This design comes from an exercise in tuning for small area, a short achievable clock period and few clock cycles per item on the open sky130 flow, not from production work. Function was checked by simulation only, so behaviour that the tests miss may differ from the original.

==> flow/design.v (excerpt) <==
module dnn_relu_fp16
     (input     logic   clk,
      input     logic   rst,
      input     logic   start,
      input     logic   reset,
      output    logic   done,
      output    logic   unsigned    [16:0]    mem_addr,
      input     logic   signed      [15:0]    mem_data,
      output    logic               [159:0]   out);
Size in the first run: about 2600 cells after synthesis, about 780 flip-flops, ~200 I/O pins, roughly 0.030 mm^2 of cells after synthesis.
export LEC_CHECK = 0
export CAP_MARGIN = 20
export CORE_MARGIN = 2
export CORE_UTILIZATION = 55
export CTS_BUF_LIST = sky130_fd_sc_hd__clkbuf_16
export CTS_CLUSTER_DIAMETER = 80
export CTS_CLUSTER_SIZE = 30
export SLEW_MARGIN = 20
create_clock -name core_clock -period 30.0 [get_ports {clk}]
standard.sh (not shown) runs the stock make flow with config.mk's settings and CLKGATE_MAP_FILE= SYNTH_SCRIPT=/design/flow/synth_recipe.tcl, a recipe that flattens the netlist after the stock synthesis.
==> flow/flow/run.sh <==
#!/bin/bash
# Layout flow: the standard flow (standard.sh), with the port buffers
# made of sky130_fd_sc_hd__buf_2 cells and timing repair aimed at a setup
# slack of 22.5 ns. Each tool's output goes to a log file of its own here.
set -euo pipefail
bash standard.sh synth > log_synth.txt 2>&1
bash standard.sh SETUP_SLACK_MARGIN=22.5 "BUFFER_PORTS_ARGS=-buffer_cell sky130_fd_sc_hd__buf_2" finish > log_layout.txt 2>&1
Testbench counts at the start, summed over its fixed seeds: cycles 143,457, items 48.
Next try:
Settings changed: CTS_CLUSTER_DIAMETER 80 to 60, CTS_CLUSTER_SIZE 30 to 38.
The new run finished with timing, DRC and antenna clean.
Synthesized cell count does not change.
Wire length is about the same.
Utilization rose by 1.0 points.
Worst hold slack degrades by 0.012 ns.
Sequential cell count is unchanged.
Clock-buffer cell count rises by 7.
Non-clock buffer count does not change.
Final cell count rose by 0.40%.

========
Setup of run 1:
Another version of the RTL of dnn_relu_fp16 (not shown whole).
Size: about 760 flip-flops, about 200 I/O pins.
export LEC_CHECK = 0
export CAP_MARGIN = 20
export CORE_MARGIN = 2
export CORE_UTILIZATION = 62
export CTS_BUF_LIST = sky130_fd_sc_hd__clkbuf_16
export CTS_CLUSTER_DIAMETER = 80
export CTS_CLUSTER_SIZE = 30
export SLEW_MARGIN = 20
create_clock -name core_clock -period 30.0 [get_ports {clk}]
==> flow/flow/run.sh <==
#!/bin/bash
# Layout flow: the standard flow (standard.sh), with the port buffers
# made of sky130_fd_sc_hd__buf_2 cells, timing repair aimed at a setup
# slack of 22.75 ns, and clock tree synthesis without dummy loads.
# Each tool's output goes to a log file of its own here.
set -euo pipefail
bash standard.sh synth > log_synth.txt 2>&1
bash standard.sh SETUP_SLACK_MARGIN=22.75 \
  "BUFFER_PORTS_ARGS=-buffer_cell sky130_fd_sc_hd__buf_2" \
  "CTS_ARGS=-sink_clustering_enable -repair_clock_nets -sink_clustering_size 20 -sink_clustering_max_diameter 50 -buf_list sky130_fd_sc_hd__clkbuf_8 -dont_use_dummy_load" \
  finish > log_layout.txt 2>&1
Testbench counts of run 1, summed over its fixed seeds: cycles 143,457, items 48.
Relative to run 1, the following input files were edited for run 2:
--- a/flow/flow/run.sh
+++ b/flow/flow/run.sh
@@ -10 +10 @@
-  "CTS_ARGS=-sink_clustering_enable -repair_clock_nets -sink_clustering_size 20 -sink_clustering_max_diameter 50 -buf_list sky130_fd_sc_hd__clkbuf_8 -dont_use_dummy_load" \
+  "CTS_ARGS=-sink_clustering_enable -repair_clock_nets -sink_clustering_size 30 -sink_clustering_max_diameter 80 -buf_list sky130_fd_sc_hd__clkbuf_16 -dont_use_dummy_load" \
Via count: run 2 vs run 1 down 2.9%. Flip-flop and latch count after synthesis came out exactly the same in run 1 and run 2. Run 1 has higher global router's overall resource usage than run 2.
[inputs] run 3 vs run 2
# run 2
export LEC_CHECK = 0
export CAP_MARGIN = 20
export CORE_MARGIN = 2
export CORE_UTILIZATION = 62
export CTS_BUF_LIST = sky130_fd_sc_hd__clkbuf_16
export CTS_CLUSTER_DIAMETER = 80
export CTS_CLUSTER_SIZE = 30
export SLEW_MARGIN = 20
create_clock -name core_clock -period 30.0 [get_ports {clk}]
# run 3
export LEC_CHECK = 0
export CAP_MARGIN = 20
export CORE_MARGIN = 2
export CORE_UTILIZATION = 55
export CTS_BUF_LIST = sky130_fd_sc_hd__clkbuf_16
export CTS_CLUSTER_DIAMETER = 80
export CTS_CLUSTER_SIZE = 30
export SLEW_MARGIN = 20
create_clock -name core_clock -period 30.0 [get_ports {clk}]
==> flow/flow/run.sh <==
#!/bin/bash
# Layout flow: the standard flow (standard.sh), with the port buffers
# made of sky130_fd_sc_hd__buf_2 cells and timing repair aimed at a setup
# slack of 22.5 ns. Each tool's output goes to a log file of its own here.
set -euo pipefail
bash standard.sh synth > log_synth.txt 2>&1
bash standard.sh SETUP_SLACK_MARGIN=22.75 "BUFFER_PORTS_ARGS=-buffer_cell sky130_fd_sc_hd__buf_2" finish > log_layout.txt 2>&1
## What came out
Of run 2 and run 3, the run reporting the higher final instance area was run 3. Between run 2 and run 3, the sum of routed wire segments on met1 is higher for run 3. Any difference in clock-pin slew on the worst setup and hold paths between run 3 and run 2 is small enough to ignore. Higher quantity of gates resized following cts was reported by run 3, not run 2.
Input-level comparison between run 4 and run 3:
# run 3
export LEC_CHECK = 0
export CAP_MARGIN = 20
export CORE_MARGIN = 2
export CORE_UTILIZATION = 55
export CTS_BUF_LIST = sky130_fd_sc_hd__clkbuf_16
export CTS_CLUSTER_DIAMETER = 80
export CTS_CLUSTER_SIZE = 30
export SLEW_MARGIN = 20
create_clock -name core_clock -period 30.0 [get_ports {clk}]
# run 4
export LEC_CHECK = 0
export CAP_MARGIN = 20
export CORE_MARGIN = 2
export CORE_UTILIZATION = 62
export CTS_BUF_LIST = sky130_fd_sc_hd__clkbuf_16
export CTS_CLUSTER_DIAMETER = 80
export CTS_CLUSTER_SIZE = 30
export SLEW_MARGIN = 20
create_clock -name core_clock -period 30.0 [get_ports {clk}]
## What came out
- Run 3 reached the final stage; the timing, DRC and antenna checks on its layout passed.
- Run 4 has completed all stages; timing, DRC and antenna checks passed.
- Where setup slack is concerned, run 3 is outperformed by run 4.
- Diff run 3 -> run 4: maximum frequency comparable, width of the die now smaller, met2 wire length now smaller, largest incremental delay on the critical path comparable, sequential share of layout area now larger.
- Re maximum level of the CTS H-tree: no difference whatsoever between run 4 and run 3.

-- port drivers added, routing unchanged --
The results above use ideal ports. As a check the final layouts listed here were re-extracted and re-timed, cells and wires unchanged.
Step 1, drivers: a clkbuf_16 drives clk and a buf_2 each remaining input, both assumed.
Step 2 adds t to the input delays and takes it off the output delays; t is the mean of the earliest and latest rising clock arrival at the registers after step 1. Input paths then give back, and output paths get back, about the clock's delay inside the block.
Slacks: ideal ports / drivers / drivers and shift; pairs: ideal ports / drivers.
run | shift t [ns] | slack for setup (ns) | clock arrival spread, ns
the first run of note 1 | 0.667 | 22.737 / 22.677 / 22.955 | 0.057 / 0.056
the second run of note 1 | 0.691 | 22.705 / 22.646 / 22.936 | 0.055 / 0.055
run 1 | 0.719 | 22.635 / 22.580 / 22.798 | 0.095 / 0.095
run 2 | 0.617 | 22.742 / 22.682 / 22.793 | 0.085 / 0.085
run 3 | 0.667 | 22.731 / 22.667 / 22.735 | 0.023 / 0.022
run 4 | 0.634 | 22.749 / 22.692 / 22.812 | 0.039 / 0.040
After both steps setup and hold are still met in every run listed.
